What follows belongs to an exercise in optimizing a design on an open flow for small area; a production flow would make more cautious choices.
The RTL was checked by simulation tests, not by an equivalence proof against the original design.
Power is estimated from default activity; no workload was simulated.

==> design/flow/design.v <==
module Pong_Top
  #(parameter BALL_N = 100000,   
    parameter PAD_N  = 250000)   
  (input  i_Clk,        
   input  i_Rst,        
   input i_Switch_1,
   input i_Switch_2,
   input i_Switch_3,
   input i_Switch_4,
   output o_VGA_HSync,
   output o_VGA_VSync,
   output [2:0] o_VGA_Red,
   output [2:0] o_VGA_Grn,
   output [2:0] o_VGA_Blu,
   output [3:0] o_Game_Test,
   output o_LED_1,
   output o_LED_2,
   output o_LED_3,
   output o_LED_4
   );
  wire [3:0] w_Switch = {i_Switch_4, i_Switch_3, i_Switch_2, i_Switch_1};
  reg  [3:0] r_Switch;
  reg  [3:0] r_Sig;
  reg  [3:0] r_LED;
  always @(posedge i_Clk)
    if (i_Rst)
      begin
        r_Switch <= 4'b0000;
        r_Sig    <= 4'b0000;
        r_LED    <= 4'b0000;
      end
    else
      begin
        r_Switch <= w_Switch;
        r_Sig    <= w_Switch & r_Switch;
        r_LED    <= r_LED ^ (w_Switch & r_Switch);
      end
  assign o_LED_1 = r_LED[0];
  assign o_LED_2 = r_LED[1];
  assign o_LED_3 = r_LED[2];
  assign o_LED_4 = r_LED[3];
  reg  [9:0] r_Col;
  reg  [9:0] r_Row;
  wire w_Col_End = r_Col == 799;
  wire w_Row_End = r_Row == 524;
  always @(posedge i_Clk)
    if (i_Rst)
      begin
        r_Col <= 799;
        r_Row <= 524;
      end
    else if (w_Col_End)
      begin
        r_Col <= 0;
        r_Row <= w_Row_End ? 10'd0 : r_Row + 1'b1;
      end
    else
      r_Col <= r_Col + 1'b1;
  reg r_HSync, r_VSync;
  always @(posedge i_Clk)
    if (i_Rst)
      begin
        r_HSync <= 1'b0;
        r_VSync <= 1'b0;
      end
    else
      begin
        r_HSync <= !(r_Col >= 660 && r_Col <= 751);
        r_VSync <= !((r_Row == 490 && r_Col >= 2) || r_Row == 491 ||
                     (r_Row == 492 && r_Col < 2));
      end
  assign o_VGA_HSync = r_HSync;
  assign o_VGA_VSync = r_VSync;
  reg  [1:0] r_Start_Cnt;
  wire w_Started = &r_Start_Cnt;
  reg  [1:0] r_Test;        
  always @(posedge i_Clk)
    if (i_Rst)
      begin
        r_Start_Cnt <= 2'd0;
        r_Test      <= 2'b00;
      end
    else
      begin
        if (r_Sig[0] && !w_Started)
          r_Start_Cnt <= r_Start_Cnt + 1'b1;
        r_Test <= {r_Test[0], w_Started};
      end
  assign o_Game_Test = {4{r_Test[1]}};
  reg  [6:0] r_Left;       
  reg  [7:0] r_Right;      
  reg  [17:0] r_LU, r_LD, r_RU, r_RD;
  wire w_LU_Go = r_Sig[0] && w_Started;
  wire w_LD_Go = r_Sig[1] && w_Started;
  wire w_RU_Go = r_Sig[2];
  wire w_RD_Go = r_Sig[3] && w_Started;
  wire w_LU_At = r_LU == PAD_N;
  wire w_LD_At = r_LD == PAD_N;
  wire w_RU_At = r_RU == PAD_N;
  wire w_RD_At = r_RD == PAD_N;
  wire w_LU_Over = r_LU > PAD_N;
  wire w_LD_Over = r_LD > PAD_N;
  wire w_RU_Over = r_RU > PAD_N;
  wire w_RD_Over = r_RD > PAD_N;
  wire w_LU_Move = w_LU_Go && w_LU_At && r_Left >= 2;
  wire w_LD_Move = w_LD_Go && w_LD_At && r_Left <= 106;
  wire w_RU_Move = w_RU_Go && w_RU_At;
  wire w_RD_Move = w_RD_Go && w_RD_At && r_Right <= 106;
  always @(posedge i_Clk)
    if (i_Rst)
      begin
        r_Left  <= 7'd25;
        r_Right <= 8'd105;
        r_LU <= 0;
        r_LD <= 0;
        r_RU <= 0;
        r_RD <= 0;
      end
    else
      begin
        if (w_LD_Move)
          r_Left <= r_Left + 1'b1;
        else if (w_LU_Move)
          r_Left <= r_Left - 1'b1;
        if (w_RD_Move)
          r_Right <= r_Right + 1'b1;
        else if (w_RU_Move)
          r_Right <= r_Right - 1'b1;
        if (w_LU_Go)
          r_LU <= (w_LU_Move || w_LU_Over) ? 18'd0 : r_LU + 1'b1;
        if (w_LD_Go)
          r_LD <= (w_LD_Move || w_LD_Over) ? 18'd0 : r_LD + 1'b1;
        if (w_RU_Go)
          r_RU <= (w_RU_Move || w_RU_Over) ? 18'd0 : r_RU + 1'b1;
        if (w_RD_Go)
          r_RD <= (w_RD_Move || w_RD_Over) ? 18'd0 : r_RD + 1'b1;
      end
  wire [9:0] w_HL = {1'b0, r_Left, 2'b00};
  wire [9:0] w_HR = {r_Right, 2'b10};
  reg  [16:0] r_Ball_Cnt;
  reg  [8:0]  r_BX;         
  reg  [8:0]  r_BY;
  reg         r_DX, r_DY;
  reg  [2:0]  r_T1, r_T2;
  wire w_Tick = r_Ball_Cnt == BALL_N;
  wire [10:0] w_YL = {2'b00, r_BY} - {1'b0, w_HL};
  wire [10:0] w_YR = {2'b00, r_BY} - {1'b0, w_HR};
  wire w_Y5   = r_BY >= 5;
  wire w_InL  = w_Y5 && !w_YL[10] && w_YL <= 53;
  wire w_InR  = w_Y5 && !w_YR[10] && w_YR <= 53;
  wire w_Top  = r_BY == 1;
  wire w_Bot  = r_BY == 479;
  wire w_Hit  = r_DX ? (r_DY ? ((r_BX == 254 || r_BX == 255) && !w_Bot && w_InR)
                             : (r_BX == 255 && w_InR))
                     : (r_BX == 14 && w_InL && !(r_DY && w_Bot));
  wire w_Wall = r_DY ? w_Bot : w_Top;
  wire w_DX_N = r_DX ^ w_Hit;
  wire w_DY_N = r_DY ^ (!w_Hit && w_Wall);
  always @(posedge i_Clk)
    if (i_Rst)
      begin
        r_Ball_Cnt <= 0;
        r_BX <= 9'd160;
        r_BY <= 9'd240;
        r_DX <= 1'b1;
        r_DY <= 1'b1;
        r_T1 <= 3'd0;
        r_T2 <= 3'd0;
      end
    else if (w_Tick)
      begin
        r_Ball_Cnt <= 0;
        if (r_BX == 0)
          begin
            r_T2 <= (r_T2 == 4) ? 3'd0 : r_T2 + 1'b1;
            if (r_T2 == 4)
              r_T1 <= 3'd0;
            r_BX <= 9'd160;
            r_BY <= 9'd240;
            r_DX <= 1'b0;
            r_DY <= 1'b0;
          end
        else if (r_BX == 320)
          begin
            r_T1 <= (r_T1 == 4) ? 3'd0 : r_T1 + 1'b1;
            if (r_T1 == 4)
              r_T2 <= 3'd0;
            r_BX <= 9'd160;
            r_BY <= 9'd240;
            r_DX <= 1'b1;
            r_DY <= 1'b0;
          end
        else
          begin
            r_DX <= w_DX_N;
            r_DY <= w_DY_N;
            r_BX <= w_DX_N ? r_BX + 1'b1 : r_BX - 1'b1;
            r_BY <= w_DY_N ? r_BY + 1'b1 : r_BY - 1'b1;
          end
      end
    else
      r_Ball_Cnt <= r_Ball_Cnt + 1'b1;
  wire [10:0] w_RL = {1'b0, r_Row} - {1'b0, w_HL};
  wire [10:0] w_RR = {1'b0, r_Row} - {1'b0, w_HR};
  wire w_Pad_L = r_Col >= 17  && r_Col <= 27  && !w_RL[10] && w_RL >= 5 && w_RL <= 53;
  wire w_Pad_R = r_Col >= 509 && r_Col <= 519 && !w_RR[10] && w_RR >= 5 && w_RR <= 53;
  wire [10:0] w_BXF = {1'b0, r_BX, 1'b0};
  wire [10:0] w_BYF = {2'b00, r_BY};
  wire w_Ball_C = ({1'b0, r_Col} == w_BXF) || ({1'b0, r_Col} + 1 == w_BXF) ||
                  ({1'b0, r_Col} == w_BXF + 1);
  wire w_Ball_R = ({1'b0, r_Row} == w_BYF) || ({1'b0, r_Row} + 1 == w_BYF) ||
                  ({1'b0, r_Row} == w_BYF + 1);
  wire w_Ball = w_Ball_C && w_Ball_R;
  wire w_Tally_Row = r_Row >= 10 && r_Row <= 20;
  wire w_Tally =
    w_Tally_Row &&
    ((r_T1 >= 1 && r_Col >= 100 && r_Col <= 102) ||
     (r_T1 >= 2 && r_Col >= 105 && r_Col <= 107) ||
     (r_T1 >= 3 && r_Col >= 110 && r_Col <= 112) ||
     (r_T1 >= 4 && r_Col >= 115 && r_Col <= 117) ||
     (r_T2 >= 1 && r_Col >= 400 && r_Col <= 402) ||
     (r_T2 >= 2 && r_Col >= 405 && r_Col <= 407) ||
     (r_T2 >= 3 && r_Col >= 410 && r_Col <= 412) ||
     (r_T2 >= 4 && r_Col >= 415 && r_Col <= 417));
  wire w_Pixel = w_Pad_L || w_Pad_R || w_Ball || w_Tally;
  reg [2:0] r_Video;
  always @(posedge i_Clk)
    if (i_Rst)
      r_Video <= 3'b000;
    else
      r_Video <= {r_Video[1:0], w_Started && w_Pixel};
  assign o_VGA_Red = {3{r_Video[2]}};
  assign o_VGA_Grn = {3{r_Video[2]}};
  assign o_VGA_Blu = {3{r_Video[2]}};
endmodule
==> design/flow/run.sh <==
#!/bin/bash
# synth_recipe.tcl (not shown) runs the flow's synth.tcl, then flattens the netlist and writes it again
# the make line also repeats each setting of config.mk as NAME=value (left out here)
make -C /OpenROAD-flow-scripts/flow DESIGN_CONFIG=/design/flow/config.mk WORK_HOME=/design/flow/orfs CLKGATE_MAP_FILE= SYNTH_SCRIPT=/design/flow/synth_recipe.tcl finish
==> design/flow/config.mk <==
export PLATFORM = sky130hd
export DESIGN_NAME = Pong_Top
export DESIGN_NICKNAME = Pong_Top
export VERILOG_FILES = /design/flow/design.v
export SDC_FILE = /design/flow/constraint.sdc
export NUM_CORES = 4
export LEC_CHECK = 0
export CAP_MARGIN = 20
export CORE_MARGIN = 2
export CORE_UTILIZATION = 40
export SLEW_MARGIN = 20
==> design/flow/constraint.sdc <==
create_clock -name core_clock -period 20.0 [get_ports {i_Clk}]
set_input_delay 4.0000 -clock core_clock [delete_from_list [all_inputs] [get_ports {i_Clk}]]
set_output_delay 4.0000 -clock core_clock [all_outputs]
set_load 0.01 [all_outputs]
==> results.yml <==
synth:
  ys_seq_area_frac: 0.304
  synth-edff-count: 0
  netlist_area_um2: 11300
  syn-num-nets: 1520
  synth.top_cells.by_area: "sky130_fd_sc_hd__dfxtp_1 30%, sky130_fd_sc_hd__ha_1 8.7%, sky130_fd_sc_hd__nor2_1 7.0%, sky130_fd_sc_hd__xnor2_1 5.9%, sky130_fd_sc_hd__xor2_1 5.9%"
  synth_async_sr_flop_share: 0
  synth_adder_area_share: 0.0992
  synth_top_flop_cell: "sky130_fd_sc_hd__dfxtp_1"
  dominant_combinational_cell_family_by_area_after_synthesis: "simple AND/OR/NAND/NOR gates"
  synth_mux_area_frac: 0.0107
  synth.distinct_cells: 71
  number_of_synthesized_register_bits: 171
  count_of_mapped_cells_out_of_synthesis: 1429
  share_of_the_synthesized_netlist_area_taken_by_xor_and_xnor_gates: 0.118
  synth_compound_gate_area_share: 0.151
  synth_simple_gate_area_share: 0.260
  synth_largest_type_area_fraction: 0.304
  synth_area_leader_cell: "sky130_fd_sc_hd__dfxtp_1"
  post_synth.cell_area_avg_um2: 7.87
  number_of_synthesis_warnings: 1
worst_hold_path:
  hold_path.startpoint: "r_Test[0]"
  holdPathEnd: "r_Test[1]"
  timing.hold.worst.class: "reg -> reg"
  min_path_cells: 1
clocking:
  root_buffer: "sky130_fd_sc_hd__clkbuf_16"
  cts-htree-levels: 4
  cts_num_sinks: 171
  post_cts_hold_buffer_count: 0
  post_cts.resized_instances: 0
  tritoncts_buffers: 17
  clkLatencyLatePin_ns: 0.43
  post_cts_setup_driven_buffer_insertion_count: 0
  cts_tree: "done"
  clockBufferDepth: 2
  cts.clk_slew.worst_paths_ns: 0.07
setup_path:
  crit_required_ns: 16.00
  timing.reg2reg.setup_slack_ns: 14.84
  criticalPathCategory: "reg -> out"
  worstReg2RegEnd: "r_BX[8]"
  cp_max_fo: 9
  cp_num_buf_inv: 1
  crit_path_end_kind: "output pin"
  cpPeakStageDelay_ns: 0.59
  cp-start-kind: "register"
  cp_slowest_cell: "sky130_fd_sc_hd__clkdlybuf4s50_1"
  ff2ff_path_depth: 15
  arrival_time_of_data_at_the_critical_path_endpoint_ns: 1.46
  path_cells: "clkdlybuf4s50_1"
  critical-path-top-delay-family: "buffers and inverters"
  worst_r2r_startpoint: "r_BY[1]"
final_layout:
  mostFrequentLayoutCells: "210 x sky130_fd_sc_hd__nor2_1, 171 x sky130_fd_sc_hd__dfxtp_1, 124 x sky130_fd_sc_hd__nand2_1, 78 x sky130_fd_sc_hd__ha_1"
  drive_above_1_share: 0.0347
  fin_nets: 1491
  n_antenna_cell: 0
  final_common_cell: "sky130_fd_sc_hd__nor2_1"
  synthToLayoutAreaGrowth_pct: 8.61
placed_design:
  dp_hpwl_um: 19500
  place_congestion: 0.859
  place.port_buffers: 24
grt:
  first_global_vias: 8952
  global_route_wire_length_before_repair_um: 44700
  grt_overflow_total: 0
  grt_antenna_before_repair: 0
  overall_global_routing_usage: 0.187
  largest_net_degree_at_the_start_of_global_routing: 49
route:
  detail_route.iter0.violations: 561
  antenna_left: 0
  detail_route.wl_per_cell_um: 14.9
  vias_per_instance: 5.41
  post-route-drc-count: 0
  routed-via-count: 9693
  drt_first_pass_iters: 6
  drt-total-wl_um: 26700
timing:
  worst-slew-pin-transition_ns: 0.785
  final_max_slew_viol_count: 0
  finalCritPeriodShare: 0.273
  fmax_mhz: 183
  report.final.setup_viol: 0
  fin_tns_setup_ns: 0
  finalClockSkew_ns: 0.0136
  rsz0062_at_grt: "false"
  layout_min_cycle_time_ns: 5.46
  slew-limit-headroom: 0.474
  final_report_hold_violation_count: 0
power_and_ir_drop:
  leakagePower_nw: 4.65
  power_density_nw_per_um2: 70.0
  peakVddDrop_uv: 44.4
  design_power_total_w: 0.000855
floorplan:
  std_cell_rows: 61
  die_width_um: 172
  die_h_um: 172
  top_level_ports: 25
  floorplan.initialDensity: 0.406
  placeableCoreArea_um2: 27700
  fp.dieArea_um2: 29500
status:
  status: "no timing/DRC/antenna violations"
run:
  cap_viol_max_count: 0
## synthesized netlist by cell type (all sizes together), types with 4 or more instances
cell	n
a2111oi	7
nor2	210
dfxtp	171
o21bai	4
nand2b	8
o31ai	15
a21oi	66
a21o	18
nor2b	25
o211ai	11
nor3b	8
and4	4
a22o	4
nor3	38
a211oi	15
nand2	125
and3	39
xnor2	76
nor4	21
clkbuf	48
xor2	76
inv	67
nand3b	4
ha	78
and2	9
o2111ai	4
fa	7
or3	10
nand4	25
o31a	7
o22ai	10
mux2i	12
o32ai	4
or4	13
o21ai	52
nand3	58
a31oi	10
buf	28
## layout make-up
class,count,area (um2)
Clock buffer,17,425
Clock inverter,15,178
Fill cell,2815,15500
Inverter,68,255
Multi-Input combinational cell,1114,7200
Sequential cell,171,3420
Tap cell,378,473
Timing Repair Buffer,28,265
## cells by family after synthesis
group | count (synthesis)
AO/OA/AOI/OAI | 258
XOR/XNOR | 152
adder cells (fa/ha/maj) | 85
buffers and inverters | 144
flip-flops | 171
multiplexers | 12
AND/OR/NAND/NOR | 607
## how the worst max path moves through the flow
stage	depth (start not counted)	slack, ns	to	startpoint
after floorplan	6	15.04	r_Row[7]	i_Rst
after global placement	6	14.38	r_BX[8]	i_Rst
after detailed placement	6	14.35	r_BX[8]	i_Rst
after CTS	1	14.51	o_VGA_Red[1]	r_Video[2]
after global routing	1	14.47	o_VGA_Red[1]	r_Video[2]
final	1	14.54	o_VGA_Red[1]	r_Video[2]
## where the power goes
group | switching (W) | total (W) | leakage (nW) | internal, W
Combinational | 0.0000744 | 0.000132 | 2.98 | 0.0000580
Sequential | 0.0000364 | 0.000388 | 1.38 | 0.000352
Clock | 0.000166 | 0.000335 | 0.282 | 0.000169
## state kept, by name, indices dropped and copies added (netlist names)
name,flops
r_RD,18
r_LD,18
r_DX,1
r_T1,3
r_LU,18
r_LED,4
r_Row,10
r_T2,3
r_Right,8
r_Col,10
r_HSync,1
r_RU,18
r_BY,9
r_Video,3
r_Test,2
r_Ball_Cnt,17
r_Left,7
r_BX,9
r_Switch,4
r_Sig,4
r_DY,1
r_VSync,1
r_Start_Cnt,2
## layer usage
| layer | vias to the layer above | global-route usage | routed length (um) |
|---|---|---|---|
| li1 | 4942 | - | - |
| met1 | 4542 | 0.257 | 13100 |
| met2 | 174 | 0.301 | 12000 |
| met3 | 35 | 0.0255 | 1000 |
| met4 | 0 | 0.0641 | 613 |
| met5 | - | 0 | 0 |
## metrics by stage
step | instance area [um2] | worst slack (ns) | utilization | std cells | hold slack [ns]
after floorplan | 11300 | 15.04 | - | 1429 | 0.414
after global placement | 11600 | 14.38 | 0.419 | 1759 | 0.428
after detailed placement | 11600 | 14.35 | 0.419 | 1759 | 0.423
after CTS | 12200 | 14.51 | 0.441 | 1791 | 0.440
after global routing | 12200 | 14.47 | 0.441 | 1791 | 0.463
final | 12200 | 14.54 | 0.441 | 1791 | 0.439

==> what the ideal ports hide <==
Ports are ideal in the flow. The routed layout listed here was re-timed in OpenROAD. Step 1 assumes that a clkbuf_16 drives the clock port and a buf_2 every other input. Step 2 also shifts input and output timing later by t, the mid clock arrival at the registers, as if the neighbouring blocks saw the same clock. Slacks: ideal ports / drivers / drivers and shift; pairs: ideal ports / drivers.
t, ns: 0.474
setup WS [ns]: 14.542 / 14.494 / 14.334
worst hold slack (ns): 0.439 / 0.439 / 0.439
worst slew at a driven data input, ns: 0.03
After both steps setup and hold are still met in this run. For this run, drivers alone change the setup slack by -0.048 ns; drivers and shift together by -0.208 ns.
